Background: an optimization exercise with open tools, aiming at small area, a short achievable clock period and few clock cycles. Do not read the settings as production practice.
Function was checked by simulation only, so behaviour that the tests miss may differ from the original.
No activity file was given, so power comes from the tool's default toggle rates.

$ cat flow/flow/abc_s1.script
strash
dc2
dch -f
map -a
topo
stime -c
buffer -c
upsize -c
dnsize -c
$ cat flow/flow/run.sh
#!/bin/bash
# The standard layout with two changes:
#  - the input and output ports are buffered with buf_2 cells (buffer_ports
#    otherwise picks a slow delay buffer);
#  - synthesis is the standard one except for ABC's mapping: the logic from
#    the registers to o_data keeps ORFS's area script (abc_area.script), the
#    logic from the inputs to the registers, which has timing to spare, is
#    mapped for area only (abc_s1.script). flow/abc_split.tcl replaces the
#    single abc call of ORFS's synth.tcl.
set -euo pipefail
W=$PWD
awk -v blk="$W/flow/abc_split.tcl" '{
  if ($0 == "  log_cmd abc {*}$abc_args") { while ((getline l < blk) > 0) print l; close(blk) }
  else print
}' "$FLOW_HOME/scripts/synth.tcl" > synth_split.tcl
grep -q 'ABC_S1' synth_split.tcl
sed "s#source \$::env(SCRIPTS_DIR)/synth.tcl#source $W/synth_split.tcl#" synth_recipe.tcl > synth_top.tcl
grep -q 'synth_split.tcl' synth_top.tcl
bash standard.sh "BUFFER_PORTS_ARGS=-buffer_cell sky130_fd_sc_hd__buf_2" \
  "SYNTH_SCRIPT=$W/synth_top.tcl" \
  "ABC_S1=$W/flow/abc_s1.script" \
  "ABC_S2=$FLOW_HOME/scripts/abc_area.script" \
  finish > standard_flow.log 2>&1
$ cat flow/flow/abc_split.tcl
  # Map the logic in the cone of the outputs (from the registers to o_data)
  # and the rest (from the inputs to the registers) with separate ABC scripts.
  set abc_rest [lrange $abc_args 2 end]
  select -set s2 o:o_data {%ci*:-sky130_fd_sc_hd__dfxtp_1[D,CLK]:-sky130_fd_sc_hd__dfrtp_1[D,CLK,RESET_B]}
  select -set s1 * @s2 %d
  log_cmd abc -script $::env(ABC_S1) {*}$abc_rest @s1
  log_cmd abc -script $::env(ABC_S2) {*}$abc_rest @s2
  select -clear
$ cat flow/constraint.sdc
create_clock -name core_clock -period 9.0 [get_ports {i_clk}]
set_input_delay 1.8000 -clock core_clock [delete_from_list [all_inputs] [get_ports {i_clk}]]
set_output_delay 1.8000 -clock core_clock [all_outputs]
set_load 0.01 [all_outputs]
$ cat flow/design.v
module alu #(
    parameter INT_W  = 4,
    parameter FRAC_W = 6,
    parameter INST_W = 4,
    parameter DATA_W = INT_W + FRAC_W
)(
    input                     i_clk,
    input                     i_rst_n,
    input                     i_valid,
    input signed [DATA_W-1:0] i_data_a,
    input signed [DATA_W-1:0] i_data_b,
    input        [INST_W-1:0] i_inst,
    output                    o_valid,
    output       [DATA_W-1:0] o_data
);
wire signed [9:0] a = i_data_a;
wire signed [9:0] b = i_data_b;
wire s_mul  = (i_inst[3:1] == 3'b001);
wire s_add  = (i_inst[3:1] == 3'b000);
wire is_sub = (i_inst == 4'd1);
wire is_mac = (i_inst == 4'd3);
wire s_tanh = (i_inst == 4'd4);
wire s_cpop = (i_inst == 4'd8);
wire t_r1 = (a <= -10'sd96);
wire t_r2 = !t_r1 && (a <= -10'sd32);
wire t_r5 = (a > 10'sd96);
wire t_r4 = !t_r5 && (a > 10'sd32);
wire t_r3 = !(t_r1 || t_r2 || t_r4 || t_r5);
wire [9:0] tanh_x = t_r1 ? -10'sd64 : t_r2 ? -10'sd16 : t_r4 ? 10'sd16 : t_r5 ? 10'sd64 : 10'sd0;
reg [3:0] clz, ctz;
integer k;
always @(*) begin
    clz = 4'd10;
    for (k = 0; k < 10; k = k + 1) if (a[k]) clz = 9 - k;
    ctz = 4'd10;
    for (k = 9; k >= 0; k = k - 1) if (a[k]) ctz = k;
end
wire [1:0] cp0 = a[0] + a[1] + a[2];
wire [1:0] cp1 = a[3] + a[4] + a[5];
wire [1:0] cp2 = a[6] + a[7] + a[8];
wire [9:0] rol_1 = b[0] ? {a[8:0], a[9]} : a;
wire [9:0] rol_2 = b[1] ? {rol_1[7:0], rol_1[9:8]} : rol_1;
wire [9:0] rol_4 = b[2] ? {rol_2[5:0], rol_2[9:6]} : rol_2;
wire [9:0] rol   = b[3] ? {rol_4[1:0], rol_4[9:2]} : rol_4;
reg [9:0] x;
always @(*) begin
    case (i_inst)
        4'd0:    x = b;
        4'd1:    x = ~b;
        4'd4:    x = tanh_x;
        4'd5:    x = a | ~b;
        4'd6:    x = {6'd0, clz};
        4'd7:    x = {6'd0, ctz};
        4'd8:    x = {8'd0, cp2};
        4'd9:    x = rol;
        default: x = 10'd0;
    endcase
end
wire ts1 = ~(a[0] & b[9]) ^ (a[1] & b[8]);
wire tc2 = ~(a[0] & b[9]) & (a[1] & b[8]);
wire ts3 = 1'b1 ^ ~(a[1] & b[9]) ^ (a[2] & b[8]);
wire tc4 = (1'b1 & ~(a[1] & b[9])) | (1'b1 & (a[2] & b[8])) | (~(a[1] & b[9]) & (a[2] & b[8]));
wire ts5 = 1'b1 ^ (a[0] & b[5]);
wire tc6 = 1'b1 & (a[0] & b[5]);
wire ts7 = (a[0] & b[6]) ^ (a[1] & b[5]) ^ (a[2] & b[4]);
wire tc8 = ((a[0] & b[6]) & (a[1] & b[5])) | ((a[0] & b[6]) & (a[2] & b[4])) | ((a[1] & b[5]) & (a[2] & b[4]));
wire ts9 = (a[0] & b[7]) ^ (a[1] & b[6]) ^ (a[2] & b[5]);
wire tc10 = ((a[0] & b[7]) & (a[1] & b[6])) | ((a[0] & b[7]) & (a[2] & b[5])) | ((a[1] & b[6]) & (a[2] & b[5]));
wire ts11 = (a[3] & b[4]) ^ (a[4] & b[3]);
wire tc12 = (a[3] & b[4]) & (a[4] & b[3]);
wire ts13 = (a[0] & b[8]) ^ (a[1] & b[7]) ^ (a[2] & b[6]);
wire tc14 = ((a[0] & b[8]) & (a[1] & b[7])) | ((a[0] & b[8]) & (a[2] & b[6])) | ((a[1] & b[7]) & (a[2] & b[6]));
wire ts15 = (a[3] & b[5]) ^ (a[4] & b[4]) ^ (a[5] & b[3]);
wire tc16 = ((a[3] & b[5]) & (a[4] & b[4])) | ((a[3] & b[5]) & (a[5] & b[3])) | ((a[4] & b[4]) & (a[5] & b[3]));
wire ts17 = (a[6] & b[2]) ^ (a[7] & b[1]);
wire tc18 = (a[6] & b[2]) & (a[7] & b[1]);
wire ts19 = (a[2] & b[7]) ^ (a[3] & b[6]) ^ (a[4] & b[5]);
wire tc20 = ((a[2] & b[7]) & (a[3] & b[6])) | ((a[2] & b[7]) & (a[4] & b[5])) | ((a[3] & b[6]) & (a[4] & b[5]));
wire ts21 = (a[5] & b[4]) ^ (a[6] & b[3]) ^ (a[7] & b[2]);
wire tc22 = ((a[5] & b[4]) & (a[6] & b[3])) | ((a[5] & b[4]) & (a[7] & b[2])) | ((a[6] & b[3]) & (a[7] & b[2]));
wire ts23 = (a[8] & b[1]) ^ ~(a[9] & b[0]) ^ ts1;
wire tc24 = ((a[8] & b[1]) & ~(a[9] & b[0])) | ((a[8] & b[1]) & ts1) | (~(a[9] & b[0]) & ts1);
wire ts25 = (a[3] & b[7]) ^ (a[4] & b[6]) ^ (a[5] & b[5]);
wire tc26 = ((a[3] & b[7]) & (a[4] & b[6])) | ((a[3] & b[7]) & (a[5] & b[5])) | ((a[4] & b[6]) & (a[5] & b[5]));
wire ts27 = (a[6] & b[4]) ^ (a[7] & b[3]) ^ (a[8] & b[2]);
wire tc28 = ((a[6] & b[4]) & (a[7] & b[3])) | ((a[6] & b[4]) & (a[8] & b[2])) | ((a[7] & b[3]) & (a[8] & b[2]));
wire ts29 = ~(a[9] & b[1]) ^ tc2 ^ ts3;
wire tc30 = (~(a[9] & b[1]) & tc2) | (~(a[9] & b[1]) & ts3) | (tc2 & ts3);
wire ts31 = ~(a[2] & b[9]) ^ (a[3] & b[8]) ^ (a[4] & b[7]);
wire tc32 = (~(a[2] & b[9]) & (a[3] & b[8])) | (~(a[2] & b[9]) & (a[4] & b[7])) | ((a[3] & b[8]) & (a[4] & b[7]));
wire ts33 = (a[5] & b[6]) ^ (a[6] & b[5]) ^ (a[7] & b[4]);
wire tc34 = ((a[5] & b[6]) & (a[6] & b[5])) | ((a[5] & b[6]) & (a[7] & b[4])) | ((a[6] & b[5]) & (a[7] & b[4]));
wire ts35 = (a[8] & b[3]) ^ ~(a[9] & b[2]) ^ tc4;
wire tc36 = ((a[8] & b[3]) & ~(a[9] & b[2])) | ((a[8] & b[3]) & tc4) | (~(a[9] & b[2]) & tc4);
wire ts37 = ~(a[3] & b[9]) ^ (a[4] & b[8]) ^ (a[5] & b[7]);
wire tc38 = (~(a[3] & b[9]) & (a[4] & b[8])) | (~(a[3] & b[9]) & (a[5] & b[7])) | ((a[4] & b[8]) & (a[5] & b[7]));
wire ts39 = (a[6] & b[6]) ^ (a[7] & b[5]) ^ (a[8] & b[4]);
wire tc40 = ((a[6] & b[6]) & (a[7] & b[5])) | ((a[6] & b[6]) & (a[8] & b[4])) | ((a[7] & b[5]) & (a[8] & b[4]));
wire ts41 = ~(a[4] & b[9]) ^ (a[5] & b[8]) ^ (a[6] & b[7]);
wire tc42 = (~(a[4] & b[9]) & (a[5] & b[8])) | (~(a[4] & b[9]) & (a[6] & b[7])) | ((a[5] & b[8]) & (a[6] & b[7]));
wire ts43 = (a[0] & b[4]) ^ (a[1] & b[3]);
wire tc44 = (a[0] & b[4]) & (a[1] & b[3]);
wire ts45 = (a[1] & b[4]) ^ (a[2] & b[3]) ^ (a[3] & b[2]);
wire tc46 = ((a[1] & b[4]) & (a[2] & b[3])) | ((a[1] & b[4]) & (a[3] & b[2])) | ((a[2] & b[3]) & (a[3] & b[2]));
wire ts47 = (a[4] & b[1]) ^ (a[5] & b[0]);
wire tc48 = (a[4] & b[1]) & (a[5] & b[0]);
wire ts49 = (a[3] & b[3]) ^ (a[4] & b[2]) ^ (a[5] & b[1]);
wire tc50 = ((a[3] & b[3]) & (a[4] & b[2])) | ((a[3] & b[3]) & (a[5] & b[1])) | ((a[4] & b[2]) & (a[5] & b[1]));
wire ts51 = (a[6] & b[0]) ^ tc6 ^ ts7;
wire tc52 = ((a[6] & b[0]) & tc6) | ((a[6] & b[0]) & ts7) | (tc6 & ts7);
wire ts53 = (a[5] & b[2]) ^ (a[6] & b[1]) ^ (a[7] & b[0]);
wire tc54 = ((a[5] & b[2]) & (a[6] & b[1])) | ((a[5] & b[2]) & (a[7] & b[0])) | ((a[6] & b[1]) & (a[7] & b[0]));
wire ts55 = ts11 ^ tc8 ^ ts9;
wire tc56 = (ts11 & tc8) | (ts11 & ts9) | (tc8 & ts9);
wire ts57 = (a[8] & b[0]) ^ tc12 ^ ts17;
wire tc58 = ((a[8] & b[0]) & tc12) | ((a[8] & b[0]) & ts17) | (tc12 & ts17);
wire ts59 = tc10 ^ ts13 ^ ts15;
wire tc60 = (tc10 & ts13) | (tc10 & ts15) | (ts13 & ts15);
wire ts61 = tc18 ^ tc14 ^ tc16;
wire tc62 = (tc18 & tc14) | (tc18 & tc16) | (tc14 & tc16);
wire ts63 = ts19 ^ ts21 ^ ts23;
wire tc64 = (ts19 & ts21) | (ts19 & ts23) | (ts21 & ts23);
wire ts65 = tc20 ^ tc22 ^ ts25;
wire tc66 = (tc20 & tc22) | (tc20 & ts25) | (tc22 & ts25);
wire ts67 = ts27 ^ tc24 ^ ts29;
wire tc68 = (ts27 & tc24) | (ts27 & ts29) | (tc24 & ts29);
wire ts69 = tc26 ^ tc28 ^ ts31;
wire tc70 = (tc26 & tc28) | (tc26 & ts31) | (tc28 & ts31);
wire ts71 = ts33 ^ tc30 ^ ts35;
wire tc72 = (ts33 & tc30) | (ts33 & ts35) | (tc30 & ts35);
wire ts73 = ~(a[9] & b[3]) ^ tc32 ^ tc34;
wire tc74 = (~(a[9] & b[3]) & tc32) | (~(a[9] & b[3]) & tc34) | (tc32 & tc34);
wire ts75 = ts37 ^ ts39 ^ tc36;
wire tc76 = (ts37 & ts39) | (ts37 & tc36) | (ts39 & tc36);
wire ts77 = (a[7] & b[6]) ^ (a[8] & b[5]) ^ ~(a[9] & b[4]);
wire tc78 = ((a[7] & b[6]) & (a[8] & b[5])) | ((a[7] & b[6]) & ~(a[9] & b[4])) | ((a[8] & b[5]) & ~(a[9] & b[4]));
wire ts79 = tc38 ^ tc40 ^ ts41;
wire tc80 = (tc38 & tc40) | (tc38 & ts41) | (tc40 & ts41);
wire ts81 = ~(a[5] & b[9]) ^ (a[6] & b[8]) ^ (a[7] & b[7]);
wire tc82 = (~(a[5] & b[9]) & (a[6] & b[8])) | (~(a[5] & b[9]) & (a[7] & b[7])) | ((a[6] & b[8]) & (a[7] & b[7]));
wire ts83 = (a[8] & b[6]) ^ ~(a[9] & b[5]) ^ tc42;
wire tc84 = ((a[8] & b[6]) & ~(a[9] & b[5])) | ((a[8] & b[6]) & tc42) | (~(a[9] & b[5]) & tc42);
wire ts85 = 1'b1 ^ ~(a[6] & b[9]) ^ (a[7] & b[8]);
wire tc86 = (1'b1 & ~(a[6] & b[9])) | (1'b1 & (a[7] & b[8])) | (~(a[6] & b[9]) & (a[7] & b[8]));
wire ts87 = (a[8] & b[7]) ^ ~(a[9] & b[6]);
wire tc88 = (a[8] & b[7]) & ~(a[9] & b[6]);
wire ts89 = 1'b1 ^ ~(a[7] & b[9]) ^ (a[8] & b[8]);
wire tc90 = (1'b1 & ~(a[7] & b[9])) | (1'b1 & (a[8] & b[8])) | (~(a[7] & b[9]) & (a[8] & b[8]));
wire ts91 = (a[0] & b[3]) ^ (a[1] & b[2]);
wire tc92 = (a[0] & b[3]) & (a[1] & b[2]);
wire ts93 = (a[2] & b[2]) ^ (a[3] & b[1]) ^ (a[4] & b[0]);
wire tc94 = ((a[2] & b[2]) & (a[3] & b[1])) | ((a[2] & b[2]) & (a[4] & b[0])) | ((a[3] & b[1]) & (a[4] & b[0]));
wire ts95 = tc44 ^ ts5 ^ ts47;
wire tc96 = (tc44 & ts5) | (tc44 & ts47) | (ts5 & ts47);
wire ts97 = tc48 ^ tc46 ^ ts49;
wire tc98 = (tc48 & tc46) | (tc48 & ts49) | (tc46 & ts49);
wire ts99 = tc50 ^ ts53 ^ tc52;
wire tc100 = (tc50 & ts53) | (tc50 & tc52) | (ts53 & tc52);
wire ts101 = tc54 ^ ts57 ^ tc56;
wire tc102 = (tc54 & ts57) | (tc54 & tc56) | (ts57 & tc56);
wire ts103 = tc58 ^ tc60 ^ ts61;
wire tc104 = (tc58 & tc60) | (tc58 & ts61) | (tc60 & ts61);
wire ts105 = tc62 ^ ts65 ^ tc64;
wire tc106 = (tc62 & ts65) | (tc62 & tc64) | (ts65 & tc64);
wire ts107 = tc66 ^ ts69 ^ ts71;
wire tc108 = (tc66 & ts69) | (tc66 & ts71) | (ts69 & ts71);
wire ts109 = tc70 ^ ts73 ^ tc72;
wire tc110 = (tc70 & ts73) | (tc70 & tc72) | (ts73 & tc72);
wire ts111 = ts77 ^ tc74 ^ ts79;
wire tc112 = (ts77 & tc74) | (ts77 & ts79) | (tc74 & ts79);
wire ts113 = tc78 ^ ts81 ^ tc80;
wire tc114 = (tc78 & ts81) | (tc78 & tc80) | (ts81 & tc80);
wire ts115 = ts87 ^ tc82 ^ ts85;
wire tc116 = (ts87 & tc82) | (ts87 & ts85) | (tc82 & ts85);
wire ts117 = ~(a[9] & b[7]) ^ tc88 ^ tc86;
wire tc118 = (~(a[9] & b[7]) & tc88) | (~(a[9] & b[7]) & tc86) | (tc88 & tc86);
wire ts119 = 1'b1 ^ ~(a[8] & b[9]) ^ ~(a[9] & b[8]);
wire tc120 = (1'b1 & ~(a[8] & b[9])) | (1'b1 & ~(a[9] & b[8])) | (~(a[8] & b[9]) & ~(a[9] & b[8]));
wire ts121 = (a[0] & b[2]) ^ (a[1] & b[1]);
wire tc122 = (a[0] & b[2]) & (a[1] & b[1]);
wire ts123 = (a[2] & b[1]) ^ (a[3] & b[0]) ^ ts91;
wire tc124 = ((a[2] & b[1]) & (a[3] & b[0])) | ((a[2] & b[1]) & ts91) | ((a[3] & b[0]) & ts91);
wire ts125 = tc92 ^ ts43 ^ ts93;
wire tc126 = (tc92 & ts43) | (tc92 & ts93) | (ts43 & ts93);
wire ts127 = tc94 ^ ts45 ^ ts95;
wire tc128 = (tc94 & ts45) | (tc94 & ts95) | (ts45 & ts95);
wire ts129 = tc96 ^ ts51 ^ ts97;
wire tc130 = (tc96 & ts51) | (tc96 & ts97) | (ts51 & ts97);
wire ts131 = tc98 ^ ts55 ^ ts99;
wire tc132 = (tc98 & ts55) | (tc98 & ts99) | (ts55 & ts99);
wire ts133 = ts59 ^ tc100 ^ ts101;
wire tc134 = (ts59 & tc100) | (ts59 & ts101) | (tc100 & ts101);
wire ts135 = ts63 ^ tc102 ^ ts103;
wire tc136 = (ts63 & tc102) | (ts63 & ts103) | (tc102 & ts103);
wire ts137 = tc104 ^ ts67 ^ ts105;
wire tc138 = (tc104 & ts67) | (tc104 & ts105) | (ts67 & ts105);
wire ts139 = tc68 ^ tc106 ^ ts107;
wire tc140 = (tc68 & tc106) | (tc68 & ts107) | (tc106 & ts107);
wire ts141 = ts75 ^ ts109 ^ tc108;
wire tc142 = (ts75 & ts109) | (ts75 & tc108) | (ts109 & tc108);
wire ts143 = tc76 ^ ts111 ^ tc110;
wire tc144 = (tc76 & ts111) | (tc76 & tc110) | (ts111 & tc110);
wire ts145 = ts83 ^ ts113 ^ tc112;
wire tc146 = (ts83 & ts113) | (ts83 & tc112) | (ts113 & tc112);
wire ts147 = tc84 ^ ts115 ^ tc114;
wire tc148 = (tc84 & ts115) | (tc84 & tc114) | (ts115 & tc114);
wire ts149 = ts89 ^ tc116 ^ ts117;
wire tc150 = (ts89 & tc116) | (ts89 & ts117) | (tc116 & ts117);
wire ts151 = tc90 ^ ts119 ^ tc118;
wire tc152 = (tc90 & ts119) | (tc90 & tc118) | (ts119 & tc118);
wire ts153 = 1'b1 ^ (a[9] & b[9]) ^ tc120;
wire tc154 = (1'b1 & (a[9] & b[9])) | (1'b1 & tc120) | ((a[9] & b[9]) & tc120);
wire [19:0] row0 = {tc154, tc152, tc150, tc148, tc146, tc144, tc142, tc140, tc138, tc136, tc134, tc132, tc130, tc128, tc126, tc124, tc122, (a[2] & b[0]), (a[0] & b[1]), (a[0] & b[0])};
wire [19:0] row1 = {1'b0, ts153, ts151, ts149, ts147, ts145, ts143, ts141, ts139, ts137, ts135, ts133, ts131, ts129, ts127, ts125, ts123, ts121, (a[1] & b[0]), 1'b0};
wire [6:0] lo = row0[5:0] + row1[5:0];
wire s_a  = s_add | (s_tanh & t_r3);
wire s_ah = s_tanh & (t_r2 | t_r4);
wire [13:0] a_ext  = {4'b1111, ~a[9], a[8:0]};
wire [13:0] ah_ext = {4'b1111, ~a[9], a[9:1]};
wire        s_none = !(s_mul | s_a | s_ah);
wire [13:0] p = ({14{s_mul}} & row0[19:6]) | ({14{s_a}} & a_ext) | ({14{s_ah}} & ah_ext)
              | ({14{s_none}} & {5'b11111, 7'd0, cp0 & {2{s_cpop}}});
wire [13:0] q = ({14{s_mul}} & row1[19:6]) | ({14{s_cpop}} & {12'd0, cp1});
wire        c = s_mul ? lo[6] : (is_sub | (s_ah & a[0]) | (s_cpop & a[9]));
reg        o_valid_r;
reg  [9:0] x_r;
reg [13:0] p_r, q_r;
reg        c_r;
always @(posedge i_clk or negedge i_rst_n) begin
    if (!i_rst_n) begin
        o_valid_r <= 1'b0;
        x_r       <= 10'd0;
    end else begin
        o_valid_r <= i_valid;
        if (i_valid && !is_mac) x_r <= x;
        else if (o_valid_r)     x_r <= o_data;
    end
end
always @(posedge i_clk) begin
    p_r <= p;
    q_r <= q;
    c_r <= c;
end
wire [13:0] xrow = {4'b0000, ~x_r[9], x_r[8:0]};
wire [13:0] xs = p_r ^ q_r ^ xrow;
wire [13:0] xc = (p_r & q_r) | (p_r & xrow) | (q_r & xrow);
wire [14:0] sum = {xs, 1'b1} + {xc[12:0], 1'b0, c_r};
wire [13:0] S = sum[14:1];
wire        ovf = ~(&S[13:9] | ~|S[13:9]);
assign o_valid = o_valid_r;
assign o_data  = ovf ? {S[13], {9{~S[13]}}} : S[9:0];
endmodule
$ cat flow/standard.sh
#!/bin/bash
# synth_recipe.tcl (not shown) runs the flow's synth.tcl, then flattens the netlist and writes it again
# the make line also repeats each setting of config.mk as NAME=value (left out here)
make -C /OpenROAD-flow-scripts/flow DESIGN_CONFIG=/design/flow/config.mk WORK_HOME=/design/flow/orfs CLKGATE_MAP_FILE= SYNTH_SCRIPT=/design/flow/synth_recipe.tcl "${@:-finish}"
$ cat flow/config.mk
export PLATFORM = sky130hd
export DESIGN_NAME = alu
export DESIGN_NICKNAME = alu
export VERILOG_FILES = /design/flow/design.v
export SDC_FILE = /design/flow/constraint.sdc
export NUM_CORES = 4
export LEC_CHECK = 0
export ABC_AREA = 1
export CAP_MARGIN = 20
export CORE_MARGIN = 2
export CORE_UTILIZATION = 40
export SETUP_SLACK_MARGIN = 3.5
export SLEW_MARGIN = 20
==> results.sh, run 1 <==
export IMPL_cts_setup_buffers=0
export IMPL_cts_sinks=39
export IMPL_path_class="register to output pin"
export IMPL_synth_cell_type_count=51
export IMPL_holdBufCountCts=0
export IMPL_grt_max_degree=23
export IMPL_via_per_inst=5.24
export IMPL_dieHeight_um=125
export IMPL_cp_depth=16
export IMPL_hold_path_class="register to register"
export IMPL_crit_family="simple AND/OR/NAND/NOR gates"
export IMPL_max_freq_mhz=217
export IMPL_remaining_drc_errors=0
export IMPL_fin_setup_tns_ps=0
export IMPL_antenna_cells=0
export IMPL_vdd_drop_max_v=0.0000696
export IMPL_core_area_mm2=0.0144
export IMPL_dp_cells=999
export IMPL_drv_slew=0
export IMPL_synth_ff_type="dfxtp_1"
export IMPL_async_flop_share_pct=28.2
export IMPL_arrival_ps=2800
export IMPL_leakagePower_nw=3.12
export IMPL_synth_area_leaders="fa_1 26%, nand2_1 11%, dfxtp_1 9.6%"
export IMPL_gp_congestion=0.908
export IMPL_maxCapViolCount=0
export IMPL_drtPass1Iterations=5
export IMPL_min_path_cells=2
export IMPL_layout_min_cycle_time_ps=4600
export IMPL_setup_viol=0
export IMPL_rsz0062_at_grt="false"
export IMPL_drive_above_1_share_pct=11.7
export IMPL_cts_tree="done"
export IMPL_clk_pin_slew_ps=60
export IMPL_startpoint_type="register"
export IMPL_cts_root_buf="clkbuf_16"
export IMPL_dieArea_mm2=0.0155
export IMPL_ios=38
export IMPL_required_ps=7200
export IMPL_grt_pass1_vias=5346
export IMPL_die_width_um=125
export IMPL_synth_cells=803
export IMPL_crit_top_cell="nand2_1"
export IMPL_cts_buffer_depth=2
export IMPL_io_buffers=37
export IMPL_wl_um=17200
export IMPL_p_per_area_mw_per_mm2=180
export IMPL_worstPathMaxFanout=9
export IMPL_max_slew_margin_pct=32.3
export IMPL_avgSynthCellArea_um2=7.24
export IMPL_place_ws_ps=4130
export IMPL_post_route_util_pct=43.4
export IMPL_yosysMostFrequentCell="nand2_1"
export IMPL_cp_num_buf_inv=1
export IMPL_reg2regPathDepth=16
export IMPL_antenna_found_initial=0
export IMPL_row_count=44
export IMPL_cp_cell_sequence="fa_1, ha_1, nand2_1, nand2_1, nor2_1, nand2_2, nand2_2, nand3_1, nand2_1, nand2_1, nor2_1, nand2_1, nand2_4, nand2_1, nand2_1, buf_2"
export IMPL_gr_total_overflow=0
export IMPL_htreeDepth=2
export IMPL_synthTopCellsByCount="168 x nand2_1, 125 x inv_1, 116 x nor2_1, 76 x fa_1, 38 x a21oi_1"
export IMPL_end_kind="output pin"
export IMPL_outcome="no timing/DRC/antenna violations"
export IMPL_yosysSeqAreaShare_pct=14.4
export IMPL_area_delta_synth_final_pct=7.34
export IMPL_cts_buffers=5
export IMPL_drtAntennaViolNets=0
export IMPL_min_from="x_r[3]"
export IMPL_synth_seq_cells=39
export IMPL_initial_utilization_pct=40.5
export IMPL_period_share_pct=51.1
export IMPL_worst_slew_pin_slew_ps=1010
export IMPL_grt_pass1_wl_um=28400
export IMPL_via_count=5278
export IMPL_fin_nets=958
export IMPL_synth_area_mm2=0.00581
export IMPL_cp_slowest_stage_delay_ps=490
export IMPL_synth_top_area_share_pct=26.2
export IMPL_drt_iter0_drc=488
export IMPL_slowest_stage="fa_1"
export IMPL_r2r_start="x_r[2]"
export IMPL_synth_edff_count=0
export IMPL_final_hold_violation_count=0
export IMPL_fin_worst_skew_ps=6.36
export IMPL_yosysWarnings=1
export IMPL_synth_nets=939
export IMPL_fin_cells=1007
export IMPL_power_mw=1.13
export IMPL_clock_latency_ps=280
export IMPL_grt_util_all_layers_pct=22.9
export IMPL_yosys_area_top_type="fa_1"
export IMPL_reg2reg_to="x_r[3]"
export IMPL_cts_resized=0
export IMPL_rrSetupSlack_ps=6250
export IMPL_dp_hpwl_um=13900
export IMPL_fin_ws_ps=4400
export IMPL_hold_path_end="x_r[3]"
export IMPL_drt_wirelength_per_cell_um=17.1
layout make-up:
| cell class | instances | area, µm² |
|---|---|---|
| timing repair buffer | 37 | 185 |
| clock inverter | 1 | 5.00 |
| inverter | 146 | 551 |
| fill | 1494 | 8130 |
| multi-input combinational | 593 | 4300 |
| clock buffer | 7 | 133 |
| tap | 184 | 230 |
| sequential | 39 | 836 |
worst reg2reg max path: stages, from the launching register on:
cell and delay [ps]:
dfrtp_1 400, fa_1 480, ha_1 370, nand2_1 140, nand2_1 70, nand2_1 60
nand2_1 40, nand2_1 100, nand3_2 100, nand2_2 90, nand3_2 80, nand2_4 130
inv_2 50, nand2_4 110, nand2_1 110, a22oi_1 180, a21oi_1 80
worst max path at each step:
stage | startpoint | endpoint | slack (ps)
2_1_floorplan | i_data_b[3] | p_r[5] | 4440
3_3_place_gp | i_data_a[3] | p_r[5] | 4160
3_5_place_dp | i_data_a[3] | p_r[5] | 4130
4_1_cts | x_r[9] | o_data[3] | 4360
5_1_grt | x_r[2] | o_data[8] | 4090
6_report | x_r[3] | o_data[1] | 4400
metrics by stage:
step / cell area [µm²] / hold slack [ps]
after floorplan: 5810 / 537
after global placement: 6100 / 569
after detailed placement: 6100 / 566
after CTS: 6240 / 578
after global routing: 6240 / 601
final: 6240 / 572
where the power goes:
| part | internal, mW | switching, mW | total (mW) |
|---|---|---|---|
| combinational | 0.274 | 0.455 | 0.729 |
| sequential | 0.205 | 0.0237 | 0.229 |
| clock | 0.102 | 0.0652 | 0.168 |
kinds of logic (layout without fill, tap and decap cells):
family,count (synthesis),in the layout,share of synthesized area [%]
simple gates,336,336,24.3
mux,1,1,0.172
xor+xnor,9,9,1.36
buf+inv,171,191,11.6
flops,39,39,14.4
fa+ha+maj,109,109,33.3
compound gates,138,138,14.9
placed cells by master, fill, tap and decap left out, types with 4 or more instances in the layout:
cell,netlist,layout
clkbuf_16,0,5
nand2_2,11,11
buf_2,8,37
xnor2_1,5,5
inv_1,125,125
o21ai_0,26,26
inv_2,19,19
dfrtp_1,11,11
a22oi_1,8,8
a21oi_1,38,38
nor2_1,116,116
o21ai_1,18,18
nand2_1,168,168
nand3_1,14,14
ha_1,33,33
o22ai_1,8,8
nand3_2,4,4
o211ai_1,4,4
fa_1,76,76
dfxtp_1,28,28
nand4_1,5,5
nor2_2,5,5
o221ai_1,4,4
a31oi_1,12,12
xor2_1,4,4
nor3_1,5,5
per-layer routing:
layer  track usage [%]  routed length [µm]  up-vias
li1                  -                   -     2565
met1              32.7                7970     2482
met2              37.5                7920      202
met3              1.68                1030       29
met4              6.41                 307        0
met5                 0                   0        -
registers in the layout (all words and copies together) (netlist names):
register / cells
c_r: 1
o_valid_r: 1
x_r: 10
q_r: 13
p_r: 14
Testbench counts, summed over its fixed seeds: cycles 24,000.
==> run 2, diff against run 1 <==
--- a/flow/flow/run.sh
+++ b/flow/flow/run.sh
@@ -6,7 +6,10 @@
 #    the registers to o_data keeps ORFS's area script (abc_area.script), the
 #    logic from the inputs to the registers, which has timing to spare, is
 #    mapped for area only (abc_s1.script). flow/abc_split.tcl replaces the
-#    single abc call of ORFS's synth.tcl.
+#    single abc call of ORFS's synth.tcl;
+#  - flow/fixpol.py then rebuilds the inverters of the synthesised netlist,
+#    choosing for each full adder whether it works on true or complemented
+#    signals (a full adder is self-dual) so that fewer inverters are needed.
 set -euo pipefail
 W=$PWD
 awk -v blk="$W/flow/abc_split.tcl" '{
@@ -16,6 +19,8 @@
 grep -q 'ABC_S1' synth_split.tcl
 sed "s#source \$::env(SCRIPTS_DIR)/synth.tcl#source $W/synth_split.tcl#" synth_recipe.tcl > synth_top.tcl
 grep -q 'synth_split.tcl' synth_top.tcl
+# after synthesis writes the netlist, re-polarise its full adders
+echo "exec python3 $W/flow/fixpol.py \$::env(RESULTS_DIR)/1_2_yosys.v 2>@ stdout >@ stdout" >> synth_top.tcl
 bash standard.sh "BUFFER_PORTS_ARGS=-buffer_cell sky130_fd_sc_hd__buf_2" \
   "SYNTH_SCRIPT=$W/synth_top.tcl" \
   "ABC_S1=$W/flow/abc_s1.script" \
==> flow/flow/fixpol.py (new file) <==
#!/usr/bin/env python3
"""Re-polarise the full adders of a mapped sky130 netlist (yosys write_verilog).

A full adder is self-dual: FA(~a, ~b, ~c) = (~sum, ~carry). Synthesis leaves
inverters between full adders; this script rebuilds every inverter of the
netlist from scratch and picks, for each sky130 fa cell, whether it works on
true or complemented signals so that as few inverters as possible are needed.
The function of the netlist does not change.

usage: fixpol.py netlist.v [out.v]   (rewrites netlist.v in place without out.v)
"""
import re, sys

OUT_PINS = {"X", "Y", "Q", "Q_N", "SUM", "COUT", "HI", "LO"}
FA_IN = ("A", "B", "CIN")
FA_OUT = ("SUM", "COUT")

def main():
    src_path = sys.argv[1]
    dst_path = sys.argv[2] if len(sys.argv) > 2 else src_path
    text = open(src_path).read()
    mods = list(re.finditer(r"^module\s+(\S+)\s*\(", text, re.M))
    if len(mods) != 1:
        sys.stderr.write("fixpol: expected one module, leaving the netlist unchanged\n")
        if dst_path != src_path: open(dst_path, "w").write(text)
        return
    cell_re = re.compile(r"^(\s*)(sky130_fd_sc_hd__\w+)\s+(\S+)\s*\((.*?)\);\s*$", re.M | re.S)
    pin_re = re.compile(r"\.(\w+)\(\s*(.*?)\s*\)\s*(?:,|$)", re.S)
    cells = []
    for m in cell_re.finditer(text):
        pins = {p: n.strip() for p, n in pin_re.findall(m.group(4))}
        cells.append(dict(span=m.span(), indent=m.group(1), type=m.group(2), name=m.group(3), pins=pins))
    assign_re = re.compile(r"^\s*assign\s+(.*?)\s*=\s*(.*?)\s*;\s*$", re.M)
    assigns = [dict(span=m.span(), lhs=m.group(1), rhs=m.group(2)) for m in assign_re.finditer(text)]

    def is_inv(c):
        return re.match(r"sky130_fd_sc_hd__(clk)?inv_\d+$", c["type"]) is not None
    def is_fa(c):
        return re.match(r"sky130_fd_sc_hd__fa_\d+$", c["type"]) is not None

    driver = {}
    for i, c in enumerate(cells):
        for p, n in c["pins"].items():
            if p in OUT_PINS:
                driver[n] = (i, p)
    invs = [i for i, c in enumerate(cells) if is_inv(c)]
    inv_out = {cells[i]["pins"]["Y"]: i for i in invs}

    def root(n):
        par = 0
        seen = 0
        while n in inv_out and seen < 64:
            n = cells[inv_out[n]]["pins"]["A"]
            par ^= 1
            seen += 1
        return n, par

    # sinks: (kind, index, pin) with their root net and parity
    sinks = []   # (root, parity, ('cell', i, pin) | ('assign', j))
    for i, c in enumerate(cells):
        if is_inv(c):
            continue
        for p, n in c["pins"].items():
            if p in OUT_PINS or not n or n.startswith("1'"):
                continue
            r, par = root(n)
            if par == 0 and n not in inv_out:
                sinks.append((r, 0, ("cell", i, p)))
            else:
                sinks.append((r, par, ("cell", i, p)))
    for j, a in enumerate(assigns):
        r, par = root(a["rhs"])
        sinks.append((r, par, ("assign", j)))
    # inverters whose output is not used anywhere simply go away
    if any(r == "i_clk" and par for r, par, _ in sinks):
        sys.stderr.write("fixpol: inverted clock found, leaving the netlist unchanged\n")
        if dst_path != src_path: open(dst_path, "w").write(text)
        return

    fa = [i for i, c in enumerate(cells) if is_fa(c)]
    x = {i: 0 for i in fa}
    def src_flip(r):
        d = driver.get(r)
        if d and d[0] in x and d[1] in FA_OUT:
            return x[d[0]]
        return 0
    def sink_flip(s):
        if s[0] == "cell" and s[1] in x and s[2] in FA_IN:
            return x[s[1]]
        return 0
    by_root = {}
    for r, par, s in sinks:
        by_root.setdefault(r, []).append((par, s))
    def root_cost(r):
        sf = src_flip(r)
        return 1 if any(par ^ sf ^ sink_flip(s) for par, s in by_root[r]) else 0
    # roots touched by each fa
    touch = {i: set() for i in fa}
    for r, lst in by_root.items():
        d = driver.get(r)
        if d and d[0] in x and d[1] in FA_OUT:
            touch[d[0]].add(r)
        for par, s in lst:
            if s[0] == "cell" and s[1] in x and s[2] in FA_IN:
                touch[s[1]].add(r)
    before = sum(root_cost(r) for r in by_root)
    import random, math
    rng = random.Random(1)
    def total():
        return sum(root_cost(r) for r in by_root)
    def descend():
        improved = True
        while improved:
            improved = False
            for i in fa:
                old = sum(root_cost(r) for r in touch[i])
                x[i] ^= 1
                new = sum(root_cost(r) for r in touch[i])
                if new < old:
                    improved = True
                else:
                    x[i] ^= 1
    descend()
    best = total(); best_x = dict(x)
    # simulated annealing from the descended point
    cur = best
    T = 2.0
    for step in range(40000):
        i = fa[rng.randrange(len(fa))]
        old = sum(root_cost(r) for r in touch[i])
        x[i] ^= 1
        new = sum(root_cost(r) for r in touch[i])
        d = new - old
        if d <= 0 or rng.random() < math.exp(-d / T):
            cur += d
            if cur < best:
                best = cur; best_x = dict(x)
        else:
            x[i] ^= 1
        T = max(0.05, T * 0.9998)
    x.update(best_x)
    descend()
    after = total()

    # rebuild: one inverter per root that has complemented sinks
    newpin = {}      # (i, pin) -> net
    newassign = {}   # j -> rhs
    new_cells = []
    new_wires = []
    k = 0
    for r, lst in by_root.items():
        sf = src_flip(r)
        comp = None
        for par, s in lst:
            need = par ^ sf ^ sink_flip(s)
            if need:
                if comp is None:
                    comp = f"_pol{k}_"
                    new_wires.append(comp)
                    new_cells.append(f"  sky130_fd_sc_hd__inv_1 _polinv{k}_ (\n    .A({r}),\n    .Y({comp})\n  );\n")
                    k += 1
                net = comp
            else:
                net = r
            if s[0] == "cell":
                newpin[(s[1], s[2])] = net
            else:
                newassign[s[1]] = net
    # write out
    edits = []   # (start, end, replacement)
    for i, c in enumerate(cells):
        if is_inv(c):
            edits.append((c["span"][0], c["span"][1], ""))
            continue
        pins = dict(c["pins"])
        changed = False
        for p in pins:
            if (i, p) in newpin and newpin[(i, p)] != pins[p]:
                pins[p] = newpin[(i, p)]
                changed = True
        if changed:
            body = ",\n".join(f"    .{p}({n})" for p, n in pins.items())
            edits.append((c["span"][0], c["span"][1], f"{c['indent']}{c['type']} {c['name']} (\n{body}\n  );"))
    for j, a in enumerate(assigns):
        if j in newassign and newassign[j] != a["rhs"]:
            edits.append((a["span"][0], a["span"][1], f"  assign {a['lhs']} = {newassign[j]};"))
    edits.sort()
    out = []
    pos = 0
    for s, e, rep in edits:
        out.append(text[pos:s]); out.append(rep); pos = e
    out.append(text[pos:])
    res = "".join(out)
    endm = res.rindex("endmodule")
    decl = "".join(f"  wire {w};\n" for w in new_wires)
    res = res[:endm] + decl + "".join(new_cells) + res[endm:]
    res = re.sub(r"\n\s*\n(\s*\n)+", "\n\n", res)
    open(dst_path, "w").write(res)
    sys.stderr.write(f"fixpol: {len(invs)} inverters before, {k} after "
                     f"({before} -> {after} inverted roots, {sum(x.values())} of {len(fa)} full adders flipped)\n")

main()
==> results.sh, run 2 <==
export IMPL_firstError="[ERROR STA-0171] /design/flow/orfs/results/sky130hd/alu/base/1_2_yosys.v line 1275, syntax error"
export IMPL_outcome="aborted with a tool error"
export IMPL_yosysWarnings=1
export IMPL_lastStage="netlist read-in after synthesis (1_synth)"
==> run 3, diff against run 2 <==
--- a/flow/flow/run.sh
+++ b/flow/flow/run.sh
@@ -25,4 +25,5 @@
   "SYNTH_SCRIPT=$W/synth_top.tcl" \
   "ABC_S1=$W/flow/abc_s1.script" \
   "ABC_S2=$FLOW_HOME/scripts/abc_area.script" \
+  "SETUP_MOVE_SEQUENCE=sizeup,swap" \
   finish > standard_flow.log 2>&1
--- a/flow/flow/fixpol.py
+++ b/flow/flow/fixpol.py
@@ -14,6 +14,10 @@
 OUT_PINS = {"X", "Y", "Q", "Q_N", "SUM", "COUT", "HI", "LO"}
 FA_IN = ("A", "B", "CIN")
 FA_OUT = ("SUM", "COUT")
+
+def esc(n):
+    # escaped identifiers end at white space
+    return n + " " if n.startswith("\\") else n
 
 def main():
     src_path = sys.argv[1]
@@ -157,7 +161,7 @@
                 if comp is None:
                     comp = f"_pol{k}_"
                     new_wires.append(comp)
-                    new_cells.append(f"  sky130_fd_sc_hd__inv_1 _polinv{k}_ (\n    .A({r}),\n    .Y({comp})\n  );\n")
+                    new_cells.append(f"  sky130_fd_sc_hd__inv_1 _polinv{k}_ (\n    .A({esc(r)}),\n    .Y({comp})\n  );\n")
                     k += 1
                 net = comp
             else:
@@ -179,11 +183,11 @@
                 pins[p] = newpin[(i, p)]
                 changed = True
         if changed:
-            body = ",\n".join(f"    .{p}({n})" for p, n in pins.items())
+            body = ",\n".join(f"    .{p}({esc(n)})" for p, n in pins.items())
             edits.append((c["span"][0], c["span"][1], f"{c['indent']}{c['type']} {c['name']} (\n{body}\n  );"))
     for j, a in enumerate(assigns):
         if j in newassign and newassign[j] != a["rhs"]:
-            edits.append((a["span"][0], a["span"][1], f"  assign {a['lhs']} = {newassign[j]};"))
+            edits.append((a["span"][0], a["span"][1], f"  assign {a['lhs']} = {esc(newassign[j])};"))
     edits.sort()
     out = []
     pos = 0
--- a/flow/config.mk
+++ b/flow/config.mk
@@ -9,5 +9,5 @@
 export CAP_MARGIN = 20
 export CORE_MARGIN = 2
 export CORE_UTILIZATION = 40
-export SETUP_SLACK_MARGIN = 3.5
+export SETUP_SLACK_MARGIN = 4.6
 export SLEW_MARGIN = 20
==> results.sh, run 3 <==
export IMPL_outcome="no timing/DRC/antenna violations"
export IMPL_p_int_uw=743
export IMPL_remaining_drc_errors=0
export IMPL_layout_min_cycle_time_ps=4510
export IMPL_cts_sinks=39
export IMPL_die_width_um=123
export IMPL_avgSynthCellArea_um2=7.37
export IMPL_ios=38
export IMPL_synth_cells=773
export IMPL_num_fill_cells=1406
export IMPL_end_kind="output pin"
export IMPL_synth_area_mm2=0.00570
export IMPL_final_cell_mix="144 x nand2_1, 100 x nor2_1, 98 x inv_1"
export IMPL_worstPathMaxFanout=9
export IMPL_r2r_start="x_r[3]"
export IMPL_wl_um=17500
export IMPL_grt_max_degree=23
export IMPL_row_count=43
export IMPL_core_area_mm2=0.0139
export IMPL_rrSetupSlack_ps=6340
export IMPL_antenna_found_initial=0
export IMPL_comb_power_share_pct=68.2
export IMPL_reg2regPathDepth=14
export IMPL_crit_start="x_r[3]"
export IMPL_cts_buffer_depth=2
export IMPL_setup_viol=0
export IMPL_mostFrequentLayoutCell="nand2_1"
export IMPL_via_count=5239
export IMPL_fin_worst_skew_ps=15.0
export IMPL_yosysWarnings=1
export IMPL_vdd_drop_max_v=0.0000911
export IMPL_dieArea_mm2=0.0152
export IMPL_io_buffers=37
export IMPL_fin_setup_tns_ps=0
export IMPL_clk_pin_slew_ps=70
export IMPL_hold_path_class="register to register"
export IMPL_period_share_pct=50.1
export IMPL_rsz0062_at_grt="true"
export IMPL_drtPass1Iterations=5
export IMPL_post_route_util_pct=47.9
export IMPL_required_ps=7200
export IMPL_synth_nets=909
export IMPL_power_mw=1.37
export IMPL_cts_setup_buffers=0
export IMPL_top_regs="p_r x14, q_r x13, x_r x10"
export IMPL_drive_above_1_share_pct=20.3
export IMPL_top_register="p_r"
export IMPL_drtAntennaViolNets=0
export IMPL_drv_slew=0
export IMPL_max_slew_margin_pct=31.7
export IMPL_cp_endpoint="o_data[7]"
export IMPL_cts_root_buf="clkbuf_16"
export IMPL_startpoint_type="register"
export IMPL_gp_congestion=0.937
export IMPL_arrival_ps=2710
export IMPL_via_per_inst=5.38
export IMPL_reg2reg_to="x_r[5]"
export IMPL_maxCapViolCount=0
export IMPL_gr_total_overflow=0
export IMPL_p_seq_share_pct=16.6
export IMPL_grt_pass1_vias=5316
export IMPL_htreeDepth=2
export IMPL_area_delta_synth_final_pct=16.8
export IMPL_cts_tree="done"
export IMPL_path_class="register to output pin"
export IMPL_antenna_cells=0
export IMPL_leakagePower_nw=2.97
export IMPL_worst_slew_pin_slew_ps=1020
export IMPL_p_clk_share_pct=15.2
export IMPL_grt_pass1_wl_um=28300
export IMPL_holdBufCountCts=0
export IMPL_dp_hpwl_um=13900
export IMPL_p_per_area_mw_per_mm2=206
export IMPL_switching_share_pct=45.9
export IMPL_power_net_switching_uw=630
export IMPL_largest_register_ffs=14
export IMPL_drt_iter0_drc=422
export IMPL_grt_util_all_layers_pct=24.5
export IMPL_cts_buffers=5
export IMPL_initial_utilization_pct=41.0
export IMPL_clock_latency_ps=290
export IMPL_dieHeight_um=123
export IMPL_drt_wirelength_per_cell_um=17.9
export IMPL_fin_nets=929
export IMPL_max_freq_mhz=222
export IMPL_final_hold_violation_count=0
run 3: stage by stage:
step | cell area, µm² | cells | hold WS (ps) | setup slack (ps)
CTS | 6460 | 974 | 552 | 4500
finish | 6650 | 974 | 547 | 4490
detailed placement | 5990 | 966 | 540 | 4070
global route | 6650 | 974 | 587 | 4350
floorplan | 5700 | 773 | 495 | 4580
global placement | 5990 | 966 | 531 | 4050
run 3: routing by layer:
layer  part of all wire (%)  GRT usage (%)  up-vias
li1                       -              -     2504
met1                     44           33.3     2491
met2                     46           39.9      215
met3                    7.8           4.84       29
met4                    1.9           6.82        0
met5                      0              0        -
run 3: what timing repair did:
item,in CTS,in global routing
gates cloned,0,0
hold endpoints to repair,0,0
endpoints found under the setup margin,20,26
pin swaps,18,14
gates resized for setup,62,62
run 3: power by group through the flow:
| stage | Combinational [mW] | Clock (mW) | Sequential [mW] |
|---|---|---|---|
| after CTS | 0.890 | 0.211 | 0.229 |
| after floorplan | 0.526 | 0 | 0.227 |
| after global placement | 0.713 | 0 | 0.233 |
| after detailed placement | 0.716 | 0 | 0.234 |
| after global routing | 1.04 | 0.219 | 0.233 |
| final | 0.936 | 0.209 | 0.228 |
run 3: cell type report:
cell class | count | area (µm²) | area share (%)
clock inverter | 3 | 43.8 | 0.658
tap | 180 | 225 | 3.38
multi-input combinational | 593 | 4610 | 69.3
inverter | 116 | 492 | 7.39
sequential | 39 | 838 | 12.6
timing repair buffer | 38 | 320 | 4.81
clock buffer | 5 | 125 | 1.88
run 3: worst min path at each step:
stage                     slack, ps  cells after the start  startpoint     end
after floorplan                 490                      2      x_r[9]  x_r[9]
after global placement          530                      2      x_r[9]  x_r[9]
after detailed placement        540                      2      x_r[9]  x_r[9]
after CTS                       550                      2      x_r[9]  x_r[9]
after global routing            590                      2      x_r[9]  x_r[9]
final                           550                      2      x_r[9]  x_r[9]
run 3: critical path, cell delays in order (launching register included):
cell and delay, ps:
dfrtp_1 400, fa_1 490, ha_4 290, nand2_2 80, nand2_2 70, nor2_2 100, nand2_2 100, nand2_2 100
nand4_1 100, nand2_2 110, nand4_1 130, nand2_4 200, nand2_2 110, buf_6 130
==> run 4, diff against run 3 <==
--- a/flow/config.mk
+++ b/flow/config.mk
@@ -9,5 +9,5 @@
 export CAP_MARGIN = 20
 export CORE_MARGIN = 2
 export CORE_UTILIZATION = 40
-export SETUP_SLACK_MARGIN = 4.6
+export SETUP_SLACK_MARGIN = 5.0
 export SLEW_MARGIN = 20
==> results.sh, run 4 <==
export IMPL_outcome="no timing/DRC/antenna violations"
export IMPL_period_share_pct=51.2
export IMPL_cts_setup_buffers=0
export IMPL_row_count=43
export IMPL_arrival_ps=2810
export IMPL_holdBufCountCts=0
export IMPL_worstPathMaxFanout=9
export IMPL_io_buffers=37
export IMPL_core_area_mm2=0.0139
export IMPL_dp_cells=965
export IMPL_via_count=5272
export IMPL_power_mw=1.40
export IMPL_grt_pass1_vias=5349
export IMPL_leakagePower_nw=2.99
export IMPL_largest_register_ffs=14
export IMPL_post_route_util_pct=50.0
export IMPL_fin_cells=973
export IMPL_rsz0062_at_grt="true"
export IMPL_clk_pin_slew_ps=60
export IMPL_grt_pass1_wl_um=28300
export IMPL_dieArea_mm2=0.0152
export IMPL_wl_um=17700
export IMPL_synth_nets=909
export IMPL_gp_congestion=0.907
export IMPL_remaining_drc_errors=0
export IMPL_synth_cells=773
export IMPL_drt_wirelength_per_cell_um=18.2
export IMPL_top_register="p_r"
export IMPL_antenna_found_initial=0
export IMPL_yosysWarnings=1
export IMPL_cts_buffer_depth=2
export IMPL_max_freq_mhz=217
export IMPL_end_kind="output pin"
export IMPL_drive_above_1_share_pct=25.9
export IMPL_final_hold_violation_count=0
export IMPL_layout_min_cycle_time_ps=4610
export IMPL_worst_slew_pin_slew_ps=925
export IMPL_path_class="register to output pin"
export IMPL_startpoint_type="register"
export IMPL_grt_util_all_layers_pct=24.5
export IMPL_maxCapViolCount=0
export IMPL_drtAntennaViolNets=0
export IMPL_initial_utilization_pct=41.0
export IMPL_clock_latency_ps=280
export IMPL_max_slew_margin_pct=37.9
export IMPL_cts_root_buf="clkbuf_16"
export IMPL_p_per_area_mw_per_mm2=202
export IMPL_mostFrequentLayoutCell="nand2_1"
export IMPL_drv_slew=0
export IMPL_gr_total_overflow=0
export IMPL_top_regs="p_r x14, q_r x13, x_r x10"
export IMPL_hold_path_class="register to register"
export IMPL_drt_iter0_drc=316
export IMPL_htreeDepth=2
export IMPL_setup_viol=0
export IMPL_dp_hpwl_um=14200
export IMPL_area_delta_synth_final_pct=21.7
export IMPL_cts_buffers=5
export IMPL_fin_setup_tns_ps=0
export IMPL_fin_ws_ps=4390
export IMPL_grt_max_degree=23
export IMPL_ios=38
export IMPL_via_per_inst=5.42
export IMPL_place_ws_ps=4150
export IMPL_required_ps=7200
export IMPL_final_cell_mix="144 x nand2_1, 89 x nor2_1, 86 x inv_1"
export IMPL_cts_tree="done"
export IMPL_vdd_drop_max_v=0.0000955
export IMPL_die_width_um=123
export IMPL_fin_worst_skew_ps=5.88
export IMPL_drtPass1Iterations=5
export IMPL_dieHeight_um=123
export IMPL_antenna_cells=0
export IMPL_synth_area_mm2=0.00570
export IMPL_cts_sinks=39
export IMPL_avgSynthCellArea_um2=7.37
export IMPL_fin_nets=928
run 4: timing repair:
item	4_1_cts	5_1_grt
gates resized for setup	112	55
pin swaps	54	43
cloned	0	0
hold endpoints to repair	0	0
endpoints found under the setup margin	42	41
run 4: worst paths after layout:
kind                               from        end  slack, ps  cells after the start
worst max-delay path             x_r[2]  o_data[1]       4390                     14
worst min-delay path             x_r[9]     x_r[9]        550                      2
worst max register to register   x_r[2]     x_r[3]       6230                     15
worst min register to register   x_r[9]     x_r[9]        550                      2
max in group asynchronous       i_rst_n     x_r[7]       7390                      1
min in group asynchronous       i_rst_n  o_valid_r       1390                      1
run 4: metal layers:
metal | wire [µm] | global-route usage, % | up-vias
li1 | - | - | 2512
met3 | 938 | 2.86 | 36
met2 | 8410 | 40.9 | 173
met4 | 553 | 8.66 | 0
met1 | 7810 | 32.9 | 2551
met5 | 0 | 0 | -
run 4: report_power, final:
group          switching (mW)  leakage [nW]  internal [mW]  total [mW]
clock network          0.0672        0.0911          0.159       0.226
logic                   0.537          2.54          0.410       0.948
registers              0.0246         0.362          0.205       0.230
run 4: worst max-delay path, stage by stage (launching register included):
cell	delay [ps]
dfrtp_1	400
fa_1	540
ha_4	350
nand2_4	80
nor2_1	90
nand2_1	60
nand2_2	130
nand2_2	90
nand3_2	60
nand2_2	50
nand2_2	50
nand4_1	200
nand2_8	200
nand2_2	100
buf_6	130
run 4: final cells by class:
| cell class | instances | area, µm² |
|---|---|---|
| clock buffers | 6 | 129 |
| multi-input cells | 593 | 4790 |
| flip-flops and latches | 39 | 836 |
| well taps | 180 | 225 |
| clock inverters | 2 | 60.1 |
| fillers | 1368 | 6950 |
| repair buffers | 37 | 374 |
| inverters | 116 | 523 |
run 4: per-stage QoR:
step / hold WS [ps] / cell area, µm²
after global routing: 598 / 6930
after global placement: 547 / 6090
after CTS: 562 / 6730
final: 553 / 6930
after detailed placement: 549 / 6090
after floorplan: 495 / 5880
==> run 5, diff against run 4 <==
--- a/flow/flow/run.sh
+++ b/flow/flow/run.sh
@@ -25,5 +25,4 @@
   "SYNTH_SCRIPT=$W/synth_top.tcl" \
   "ABC_S1=$W/flow/abc_s1.script" \
   "ABC_S2=$FLOW_HOME/scripts/abc_area.script" \
-  "SETUP_MOVE_SEQUENCE=sizeup,swap" \
   finish > standard_flow.log 2>&1
--- a/flow/config.mk
+++ b/flow/config.mk
@@ -9,5 +9,5 @@
 export CAP_MARGIN = 20
 export CORE_MARGIN = 2
 export CORE_UTILIZATION = 40
-export SETUP_SLACK_MARGIN = 5.0
+export SETUP_SLACK_MARGIN = 3.5
 export SLEW_MARGIN = 20
==> results.sh, run 5 <==
export IMPL_place_ws_ps=4170
export IMPL_drtPass1Iterations=8
export IMPL_cts_setup_buffers=0
export IMPL_max_freq_mhz=216
export IMPL_required_ps=7200
export IMPL_outcome="no timing/DRC/antenna violations"
export IMPL_gr_total_overflow=0
export IMPL_gr_usage_met2_pct=37.1
export IMPL_initial_utilization_pct=41.0
export IMPL_final_hold_violation_count=0
export IMPL_period_share_pct=51.4
export IMPL_drt_iter0_drc=485
export IMPL_mostFrequentLayoutCell="nand2_1"
export IMPL_die_width_um=123
export IMPL_final_cell_mix="168 x nand2_1, 116 x nor2_1, 116 x inv_1"
export IMPL_htreeDepth=2
export IMPL_vdd_drop_max_v=0.0000866
export IMPL_antenna_cells=0
export IMPL_drtAntennaViolNets=0
export IMPL_crit_start="x_r[3]"
export IMPL_drv_slew=0
export IMPL_via_count=5203
export IMPL_dieArea_mm2=0.0152
export IMPL_crit_top_cell="nand2_1"
export IMPL_layout_min_cycle_time_ps=4620
export IMPL_remaining_drc_errors=0
export IMPL_path_class="register to output pin"
export IMPL_cp_num_buf_inv=1
export IMPL_crit_family="simple AND/OR/NAND/NOR gates"
export IMPL_top_register="p_r"
export IMPL_clk_pin_slew_ps=60
export IMPL_cp_cell_sequence="fa_1, ha_1, nand2_1, nand2_1, nor2_1, nand2_2, nand2_2, nand3_1, nand2_1, nand2_1, nor2_1, nand2_1, nand2_4, nand2_1, nand2_1, buf_2"
export IMPL_rsz0062_at_grt="false"
export IMPL_wl_um=16800
export IMPL_fin_worst_skew_ps=9.83
export IMPL_cp_depth=16
export IMPL_reg2regPathDepth=15
export IMPL_num_fill_cells=1492
export IMPL_reg2reg_to="x_r[3]"
export IMPL_grt_util_all_layers_pct=23.4
export IMPL_end_kind="output pin"
export IMPL_fin_nets=929
export IMPL_r2r_start="x_r[8]"
export IMPL_antenna_found_initial=0
export IMPL_cts_tree="done"
export IMPL_cts_buffers=5
export IMPL_dieHeight_um=123
export IMPL_drt_wirelength_per_cell_um=17.2
export IMPL_grt_pass1_wl_um=27100
export IMPL_clock_latency_ps=280
export IMPL_grtUsageMet3_pct=1.15
export IMPL_cp_slowest_stage_delay_ps=480
export IMPL_avgSynthCellArea_um2=7.37
export IMPL_cts_sinks=39
export IMPL_cp_endpoint="o_data[3]"
export IMPL_cts_buffer_depth=2
export IMPL_core_area_mm2=0.0139
export IMPL_drive_above_1_share_pct=9.82
export IMPL_fin_ws_ps=4380
export IMPL_cts_root_buf="clkbuf_16"
export IMPL_fin_cells=974
export IMPL_synth_nets=909
export IMPL_arrival_ps=2820
export IMPL_gp_congestion=0.939
export IMPL_largest_register_ffs=14
export IMPL_hold_path_class="register to register"
export IMPL_dp_cells=966
export IMPL_globalRouteMet1Util_pct=34.4
export IMPL_post_route_util_pct=44.5
export IMPL_synth_cells=773
export IMPL_grt_busiest_layer="met2"
export IMPL_top_regs="p_r x14, q_r x13, x_r x10"
export IMPL_max_slew_margin_pct=38.9
export IMPL_rrSetupSlack_ps=6220
export IMPL_synth_area_mm2=0.00570
export IMPL_p_per_area_mw_per_mm2=190
export IMPL_via_per_inst=5.34
export IMPL_maxCapViolCount=0
export IMPL_setup_viol=0
export IMPL_worstPathMaxFanout=9
export IMPL_io_buffers=37
export IMPL_leakagePower_nw=3.01
export IMPL_dp_hpwl_um=13800
export IMPL_area_delta_synth_final_pct=8.43
export IMPL_slowest_stage="fa_1"
export IMPL_holdBufCountCts=0
export IMPL_yosysWarnings=1
export IMPL_worst_slew_pin_slew_ps=910
export IMPL_min_path_cells=2
export IMPL_grt_pass1_vias=5030
export IMPL_row_count=43
export IMPL_startpoint_type="register"
export IMPL_ios=38
export IMPL_grt_max_degree=23
export IMPL_cts_resized=0
export IMPL_fin_setup_tns_ps=0
run 5: area by class of cell:
cell class              count  area [µm²]  share of cell area [%]
clock buffers               6         129                    2.09
clock inverters             2        60.1                   0.972
inverters                 116         435                    7.05
multi-input cells         593        4300                    69.6
flip-flops and latches     39         836                    13.5
well taps                 180         225                    3.65
repair buffers             38         193                    3.12
run 5: where the power goes:
| group | switching, mW | internal, mW | total, mW |
|---|---|---|---|
| logic | 0.444 | 0.275 | 0.719 |
| clock network | 0.0663 | 0.159 | 0.225 |
| registers | 0.0239 | 0.205 | 0.229 |
| total | 0.534 | 0.639 | 1.17 |
run 5: per-stage QoR:
stage	instance area, µm²	total power [mW]	hold WS [ps]
6_report	6180	1.17	571
4_1_cts	6180	1.18	579
2_1_floorplan	5700	0.753	495
5_1_grt	6180	1.30	600
3_3_place_gp	5990	0.941	531
3_5_place_dp	5990	0.947	562
run 5: layer usage:
layer | wire [µm] | vias up | part of all wire [%]
met4 | 416 | 0 | 2.5
met5 | 0 | - | 0
met2 | 7460 | 240 | 44
li1 | - | 2502 | -
met3 | 1330 | 29 | 7.9
met1 | 7560 | 2432 | 45
run 5: worst min path at each step:
| stage | from | end | slack, ps |
|---|---|---|---|
| after global routing | x_r[9] | x_r[9] | 600 |
| after global placement | x_r[9] | x_r[9] | 530 |
| after floorplan | x_r[9] | x_r[9] | 490 |
| final | x_r[9] | x_r[9] | 570 |
| after CTS | x_r[2] | x_r[2] | 580 |
| after detailed placement | x_r[2] | x_r[2] | 560 |
run 5: worst reg2reg max path, stage by stage (launching register included):
cell and delay (ps):
dfrtp_1 400, fa_1 480, ha_1 400, nand2_2 110
nor2_2 160, nand3_2 130, nand3_2 110, nand2_2 70
nand2_2 70, nand2_2 60, nand2_4 100, inv_1 70
nand2_4 120, nand2_1 120, a22oi_1 180, a21oi_1 80

static timing again, ports no longer ideal:
How much do the figures lean on ideal ports? The routed layouts below were timed once more, with nothing changed but the port constraints.
Step 1, drivers: a clkbuf_16 drives i_clk and a buf_2 each remaining input, both assumed.
Step 2, shift: input delay + t, output delay - t, t = (earliest + latest rising clock arrival at the registers) / 2. This alone moves slack from input paths to output paths.
Slacks: no drivers / after step 1 / after step 2; pairs: no drivers / after step 1.
run | shift t [ns] | setup WS [ns] | latest minus earliest clock arrival (ns) | worst slew at a driven data input, ns | pins driven straight from the clock port
run 1 | 0.312 | 4.400 / 4.361 / 4.107 | 0.006 / 0.006 | 0.04 | 1
run 3 | 0.324 | 4.494 / 4.458 / 4.179 | 0.015 / 0.015 | 0.08 | 1
run 4 | 0.316 | 4.394 / 4.357 / 4.288 | 0.006 / 0.005 | 0.07 | 1
run 5 | 0.311 | 4.376 / 4.340 / 4.104 | 0.010 / 0.010 | 0.03 | 1
After both steps setup and hold are still met in every run listed. The setup slack of run 3, which loses most, moves by -0.036 ns with the drivers and by -0.315 ns with both steps.
